This is an optimization exercise on Yosys and OpenROAD, whose aim is small area and a short achievable clock period, not a production implementation. At most, simulation tests tie the RTL to the original design; equivalence was not proved. The clock port is modelled as an ideal driver; clocking choices that lean on that would not hold on a real chip.

run A:
==> flow/design.v (excerpt) <==
module c6288 (clk, reset, N1_wire, N18_wire, N35_wire, N52_wire, N69_wire, N86_wire, N103_wire, N120_wire, N137_wire, N154_wire, N171_wire, N188_wire, N205_wire, N222_wire, N239_wire, N256_wire, N273_wire, N290_wire, N307_wire, N324_wire, N341_wire, N358_wire, N375_wire, N392_wire, N409_wire, N426_wire, N443_wire, N460_wire, N477_wire, N494_wire, N511_wire, N528_wire,
  N545, N1581, N1901, N2223, N2548, N2877, N3211, N3552, N3895, N4241, N4591, N4946, N5308, N5672, N5971, N6123, N6150, N6160, N6170, N6180, N6190, N6200, N6210, N6220, N6230, N6240, N6250, N6260, N6270, N6280, N6288, N6287);
Size: roughly 840 cells after synthesis, roughly 8900 sq um of cells after synthesis.
clock: 14.0 ns
lec_check: 0
cap_margin: 20
core_margin: 2
core_utilization: 40
slew_margin: 20
synth_hierarchical: 1
standard.sh (not shown) runs the stock make flow with config.mk's settings and CLKGATE_MAP_FILE= SYNTH_SCRIPT=/design/flow/synth_recipe.tcl, a recipe that flattens the netlist after the stock synthesis.
==> flow/flow/run.sh <==
#!/bin/bash
# Own layout flow: the standard flow (standard.sh) with extra ORFS make
# variables from flow/extra.txt (one VAR=value per line), e.g. a setup margin
# so that repair_timing sizes and buffers the multiplier for a short period
# rather than only for the 14 ns clock. Each step's full output goes to a log
# file in the work folder.
set -euo pipefail
mapfile -t EXTRA < <(grep -v '^#' flow/extra.txt | grep .)
bash standard.sh synth > synth.log 2>&1
bash standard.sh finish "${EXTRA[@]}" > layout.log 2>&1
==> flow/flow/extra.txt <==
SETUP_SLACK_MARGIN=10
Relative to run A, the following input files were edited for run B:
==> flow/flow/run.sh <==
#!/bin/bash
# Own layout flow: the standard flow (standard.sh), with repair_timing
# asked to keep a setup margin, so that the resizer sizes and buffers the
# multiplier for a short period instead of only for the 14 ns clock.
# Each step's full output goes to a log file in the work folder.
set -euo pipefail
MARGIN=$(cat flow/margin.txt)
bash standard.sh synth > synth.log 2>&1
bash standard.sh finish SETUP_SLACK_MARGIN=$MARGIN > layout.log 2>&1
==> flow/flow/margin.txt (new file) <==
9.0
removed: flow/flow/extra.txt
Run B ends up with a number of DRC violations after detailed-routing iteration 0 that is 33 higher than in run A.
Total die area: run A vs run B identical
[compare] base=run A new=run B: final clock skew shows no meaningful change, instance count on the critical path comparable.
Relative to run B, the following input files were edited for run C:
==> flow/flow/run.sh <==
#!/bin/bash
# Own layout flow: the standard flow (standard.sh) with extra ORFS make
# variables from flow/extra.txt (one VAR=value per line), e.g. a setup margin
# so that repair_timing sizes and buffers the multiplier for a short period
# rather than only for the 14 ns clock. Each step's full output goes to a log
# file in the work folder.
set -euo pipefail
mapfile -t EXTRA < <(grep -v '^#' flow/extra.txt | grep .)
bash standard.sh synth > synth.log 2>&1
bash standard.sh finish "${EXTRA[@]}" > layout.log 2>&1
==> flow/flow/extra.txt (new file) <==
SETUP_SLACK_MARGIN=9.5
removed: flow/flow/margin.txt
Findings:
Comparing run C and run B, the higher total area of sequential cells is on run B. In the metrics for run C and run B, the one carrying the lower worst path arrival time is run C. Delta (run C minus run B): wire length of the first global-routing pass climbed about 9%; worst setup slack before clock tree synthesis climbed 0.53 ns.
Changes in run D relative to run C:
==> flow/run.sh (new file) <==
#!/bin/bash
# synth_recipe.tcl (not shown) runs the flow's synth.tcl, then flattens the netlist and writes it again
# the make line also repeats each setting of config.mk as NAME=value (left out here)
make -C /OpenROAD-flow-scripts/flow DESIGN_CONFIG=/design/flow/config.mk WORK_HOME=/design/flow/orfs CLKGATE_MAP_FILE= SYNTH_SCRIPT=/design/flow/synth_recipe.tcl finish
removed: flow/flow/run.sh
removed: flow/flow/extra.txt
removed: flow/standard.sh
[summary]
Reported for run C and run D, number of hold-repair buffers added at the cts stage turned out identical to the last digit. The final worst hold slack of run D and that of run C are within noise of each other. Relative to run C, the routed length per placed instance of run D is lower by about 5%. Per-cell via count in the routed design, run C and run D: larger value in run C. On combined global-route utilization of all metal layers, the lower figure sits with run D, not run C. Compared with run C, in run D share of post-route cells with drive strength above 1 went down 22 points, number of cells produced by synthesis stayed essentially flat.
No run of this note included a check of the RTL's function; only the layout flow was run.

---

c6288, a different RTL version from the one above (not shown whole).
Size in the first run: roughly 850 cells after synthesis, about 66 I/O pins.
Settings: LEC_CHECK=0, CAP_MARGIN=20, CORE_MARGIN=2, CORE_UTILIZATION=40, CTS_BUF_LIST=sky130_fd_sc_hd__clkbuf_4 sky130_fd_sc_hd__clkbuf_8, SLEW_MARGIN=20, SYNTH_HIERARCHICAL=1; clock period 14.0 ns.
==> flow/flow/run.sh <==
#!/bin/bash
# Own layout flow, built on the standard flow (standard.sh):
#  1. the standard synthesis;
#  2. every combinational cell set to the smallest size of its footprint
#     (flow/downsize.py); the resizer upsizes where timing needs it;
#  3. the standard flow up to CTS, with extra ORFS make variables from
#     flow/extra.txt (a setup margin, so that repair_timing works towards a
#     short period rather than only the 14 ns clock; port buffers of buf_1);
#  5. the rest of the standard flow (global route, repair, detailed route).
# Each step's full output goes to a log file of its own in the work folder.
set -euo pipefail
mapfile -t EXTRA < <(grep -v '^#' flow/extra.txt | grep .)
RES=orfs/results/$FLOW_PLATFORM/c6288/base
PLAT=$FLOW_HOME/platforms/$FLOW_PLATFORM
bash standard.sh synth > synth.log 2>&1
python3 flow/downsize.py $PLAT/lib/sky130_fd_sc_hd__tt_025C_1v80.lib $RES/1_2_yosys.v > downsize.log 2>&1
rm -f $RES/1_synth.odb $RES/1_synth.sdc
bash standard.sh cts "${EXTRA[@]}" > place_cts.log 2>&1
RES=$RES SKEW_CELLS="$(cat flow/skew_cells.txt)" LAUNCH_GROUPS=$(cat flow/launch_groups.txt) LAUNCH_CELL=sky130_fd_sc_hd__clkbuf_16 LIB=$PLAT/lib/sky130_fd_sc_hd__tt_025C_1v80.lib PLATFORM_DIR=$PLAT \
  openroad -no_init -exit flow/skew.tcl > skew.log 2>&1
bash standard.sh finish "${EXTRA[@]}" > route.log 2>&1
==> flow/flow/extra.txt <==
SETUP_SLACK_MARGIN=9.6
BUFFER_PORTS_ARGS=-buffer_cell sky130_fd_sc_hd__buf_1
TNS_END_PERCENT=0
==> flow/flow/skew_cells.txt <==
sky130_fd_sc_hd__clkbuf_1 sky130_fd_sc_hd__clkbuf_4
Other scripts of this flow, unchanged in this note and not shown: flow/flow/downsize.py, flow/flow/launch_groups.txt, flow/flow/skew.tcl
The baseline finished clean.
Edit:
==> flow/flow/extra.txt (replaced) <==
SETUP_SLACK_MARGIN=9.8
BUFFER_PORTS_ARGS=-buffer_cell sky130_fd_sc_hd__buf_1
TNS_END_PERCENT=0
==> flow/flow/skew_cells.txt (replaced) <==
sky130_fd_sc_hd__clkbuf_4
Effect:
- The changed run went through all stages and came out clean
- worst setup slack gets better by 0.12 ns
- sequential share of layout area came out lower by 0.38 points
- routed wire length hardly moves
- area after synthesis does not change
Edit:
==> flow/flow/extra.txt (replaced) <==
SETUP_SLACK_MARGIN=9.7
BUFFER_PORTS_ARGS=-buffer_cell sky130_fd_sc_hd__buf_1
TNS_END_PERCENT=0
==> flow/flow/skew_cells.txt (replaced) <==
sky130_fd_sc_hd__clkbuf_1 sky130_fd_sc_hd__clkbuf_4
--- a/flow/config.mk
+++ b/flow/config.mk
@@ -7,3 +7,3 @@
 export LEC_CHECK = 0
-export CAP_MARGIN = 20
+export CAP_MARGIN = 5
 export CORE_MARGIN = 2
@@ -11,3 +11,3 @@
 export CTS_BUF_LIST = sky130_fd_sc_hd__clkbuf_4 sky130_fd_sc_hd__clkbuf_8
-export SLEW_MARGIN = 20
+export SLEW_MARGIN = 5
 export SYNTH_HIERARCHICAL = 1
Utilization fell by 0.25 points.
Via count climbs by 0.95%.
Routed wire length hardly moves.
Global-route usage is lower by 0.11 points.
Register-to-register slack barely changes.
Final area goes down by 0.54%.
Non-clock buffer count rises by 4.

what the ideal ports hide:
The results above use ideal ports. As a check the final layouts listed here were re-extracted and re-timed, cells and wires unchanged. Step 1: set_driving_cell puts a clkbuf_16 on clk and a buf_2 on each other input, an assumption about the parent block. Step 2, shift: input delay + t, output delay - t, t = (earliest + latest rising clock arrival at the registers) / 2. This alone moves slack from input paths to output paths. Three values: no drivers, after step 1, after step 2; two values: the first two.
run | t (ns) | setup WS [ns] | latest minus earliest clock arrival (ns)
run A | 0.391 | 9.231 / 9.231 / 9.231 | 0.014 / 0.014
run B | 0.393 | 9.168 / 9.168 / 9.168 | 0.012 / 0.013
run C | 0.390 | 9.298 / 9.298 / 9.298 | 0.012 / 0.013
run D | 0.392 | 8.133 / 8.133 / 8.133 | 0.012 / 0.012
the first run of note 2 | 0.428 | 10.000 / 10.000 / 10.000 | 0.440 / 0.440
the second run of note 2 | 0.392 | 10.116 / 10.112 / 10.116 | 0.373 / 0.373
the third run of note 2 | 0.432 | 10.111 / 10.037 / 10.132 | 0.439 / 0.439
Clock arrivals are far apart in the first run of note 2, the second run of note 2 and the third run of note 2, so t is only a midpoint there and step 2 fits no single register.
